From an optimization exercise on the open Yosys and OpenROAD flow, aimed at small area and a short achievable clock period; shortcuts taken in it are not production practice. Only simulation tests tie the RTL to the original design; equivalence was not proved. No activity file was given, so power comes from the tool's default toggle rates.

==> inputs of run Y <==
==> flow/design.v (excerpt) <==
module MIPS_CPU(clr, Go, clk, Leddata, Count_cycle, Count_branch, Count_jmp,
    imem_addr, imem_data, dmem_addr, dmem_we, dmem_be, dmem_wdata, dmem_rdata);
Settings: LEC_CHECK=0, CAP_MARGIN=20, CORE_MARGIN=2, CORE_UTILIZATION=55, CTS_CLUSTER_DIAMETER=110, CTS_CLUSTER_SIZE=24, PLACE_DENSITY=0.7, SETUP_SLACK_MARGIN=5, SLEW_MARGIN=20, SYNTH_HIERARCHICAL=1; clock period 14.0 ns.
standard.sh (not shown) runs the stock make flow with config.mk's settings and CLKGATE_MAP_FILE= SYNTH_SCRIPT=/design/flow/synth_recipe.tcl, a recipe that flattens the netlist after the stock synthesis.
==> flow/flow/run.sh <==
#!/bin/bash
# Standard layout, with plain buffers (buf_1) on the ports instead of the
# delay-cell buffers buffer_ports picks by default, and timing repair aimed
# at a 5.5 ns setup margin.
set -euo pipefail
bash standard.sh BUFFER_PORTS_ARGS="-buffer_cell sky130_fd_sc_hd__buf_1" SETUP_SLACK_MARGIN=5.5 finish > flow_make.log 2>&1
==> run G: changes against run Y <==
--- a/flow/config.mk
+++ b/flow/config.mk
@@ -10,4 +10,4 @@
 export CORE_UTILIZATION = 55
-export CTS_CLUSTER_DIAMETER = 110
-export CTS_CLUSTER_SIZE = 24
+export CTS_CLUSTER_DIAMETER = 100
+export CTS_CLUSTER_SIZE = 20
 export PLACE_DENSITY = 0.7
@@ -16 +16,2 @@
 export SYNTH_HIERARCHICAL = 1
+export TNS_END_PERCENT = 5
==> run Z: changes against run Y <==
--- a/flow/config.mk
+++ b/flow/config.mk
@@ -10,4 +10,4 @@
 export CORE_UTILIZATION = 55
-export CTS_CLUSTER_DIAMETER = 110
-export CTS_CLUSTER_SIZE = 24
+export CTS_CLUSTER_DIAMETER = 100
+export CTS_CLUSTER_SIZE = 20
 export PLACE_DENSITY = 0.7
==> notes.md <==
| item | run Y | run Z | run G |
|---|---|---|---|
| Switching fraction of total power | 34.01% | 33.78% | 33.95% |
| Reg-to-reg startpoint | q[289] | q[289] | q[492] |
| P_comb | 2.35 mW | 2.32 mW | 2.33 mW |
| Ratio of total power to cell area | 135.6 nW/um^2 | 138.4 nW/um^2 | 138.8 nW/um^2 |
| Total iterations of the first detailed-routing run | 17 | 14 | 14 |
| Wirelength per Cell | 39.25 microns | 39.23 microns | 40.33 microns |
| Routed metal-1 wire length | 83070 microns | 83550 microns | 85100 microns |
| Outcome | timing/DRC/antenna clean | timing/DRC/antenna clean | timing/DRC/antenna clean |
| Total internal power | 5.867 mW | 6.029 mW | 6.055 mW |
| Number of nets in the layout | 4925 | 4921 | 4931 |
| Cell area after layout | 65570 sq um | 65790 sq um | 66070 sq um |
| Number of antenna violations at the first check in global routing | 14 | 9 | 14 |
| Multi-input logic cell count | 2930 | 2930 | 2934 |
| Flop-to-flop setup slack | 8.07 ns | 7.98 ns | 8.12 ns |
| Net Sw Power | 3.024 mW | 3.075 mW | 3.112 mW |
| Post-DP HPWL | 157600 microns | 157600 microns | 162700 microns |
| Lkg Pwr | 22.59 nW | 22.66 nW | 22.81 nW |
| Via density per instance | 7.957 | 7.955 | 7.935 |
| Post-CTS Resized | 149 | 150 | 232 |
| Worst Min Path Start | Count_jmp[31] | Count_cycle[31] | Count_cycle[31] |
| Place WS | 3.855 ns | 3.855 ns | 3.280 ns |
| Power share of the clock group | 21.4% | 23.5% | 23.9% |
| Fin Hold WS | 0.4725 ns | 0.4726 ns | 0.4873 ns |

---

==> inputs of job 4071 <==
Another version of the RTL of MIPS_CPU (not shown whole).
Settings: LEC_CHECK=0, CAP_MARGIN=20, CELL_PAD_IN_SITES_DETAIL_PLACEMENT=1, CORE_MARGIN=2, CORE_UTILIZATION=50, CTS_CLUSTER_DIAMETER=100, CTS_CLUSTER_SIZE=20, PLACE_DENSITY=0.65, SETUP_SLACK_MARGIN=5, SLEW_MARGIN=20, SYNTH_HIERARCHICAL=1; clock period 14.0 ns.
Scripts as last shown in full above: flow/flow/run.sh
==> job 8666: changes against job 4071 <==
Settings changed: TNS_END_PERCENT set to 5.
==> notes.md <==
metric                                                                    job 8666        job 4071
Clock latency at the later pin of the worst-skew pair                      0.70 ns         0.72 ns
Placement-stage cell area                                             62,300 sq um    62,300 sq um
Routability Congestion                                                        1.07            1.04
P&R area growth vs syn                                                       13.3%           15.0%
Worst-case hold slack                                                     0.474 ns        0.483 ns
Number of antenna repair diodes                                                  8               9
Power drawn by the combinational cells                                     2.43 mW         2.50 mW
Relative slew slack                                                          17.7%           15.6%
Number of global-route vias before repair                                   48,687          49,710
Launching instance or port of the critical path                      imem_data[18]   imem_data[16]
Clock slew seen by the registers of the worst setup and hold paths         0.08 ns         0.09 ns
Worst-case setup margin in the final layout                                5.17 ns         5.33 ns
Global-route met1 utilization                                                53.2%           53.9%
Setup clock skew after layout                                            0.0422 ns       0.0602 ns
Overall fraction of global-route tracks in use                               42.5%           44.6%
Clock group share of total power                                             23.7%           23.5%
FILL cells                                                                  11,461          11,334
Result of the run                                                   finished clean  finished clean

[afterwards: timing with drivers on the ports]
The results above use ideal ports. As a check the final layouts listed here were re-extracted and re-timed, cells and wires unchanged.
Step 1: set_driving_cell puts a clkbuf_16 on clk and a buf_2 on each other input, an assumption about the parent block.
Step 2, shift: input delay + t, output delay - t, t = (earliest + latest rising clock arrival at the registers) / 2. This alone moves slack from input paths to output paths.
Three values: ideal ports, drivers, drivers and shift; two values: the first two.
run	t, ns	setup WS [ns]	hold WS [ns]	worst setup path after step 2	cell pins on the clock port's net
run Y	0.790	5.243 / 5.207 / 4.551	0.473 / 0.473 / 0.473	input to register	1
run G	0.772	5.297 / 5.194 / 4.624	0.487 / 0.487 / 0.487	input to register	1
run Z	0.768	5.362 / 5.199 / 4.683	0.473 / 0.473 / 0.473	input to register	1
job 4071	0.764	5.329 / 5.230 / 4.728	0.483 / 0.483 / 0.483	input to register	1
job 8666	0.754	5.168 / 5.024 / 4.439	0.474 / 0.474 / 0.474	input to register	1
After both steps setup and hold are still met in every run listed. For job 8666, which loses most, drivers alone change the setup slack by -0.144 ns; drivers and shift together by -0.729 ns.
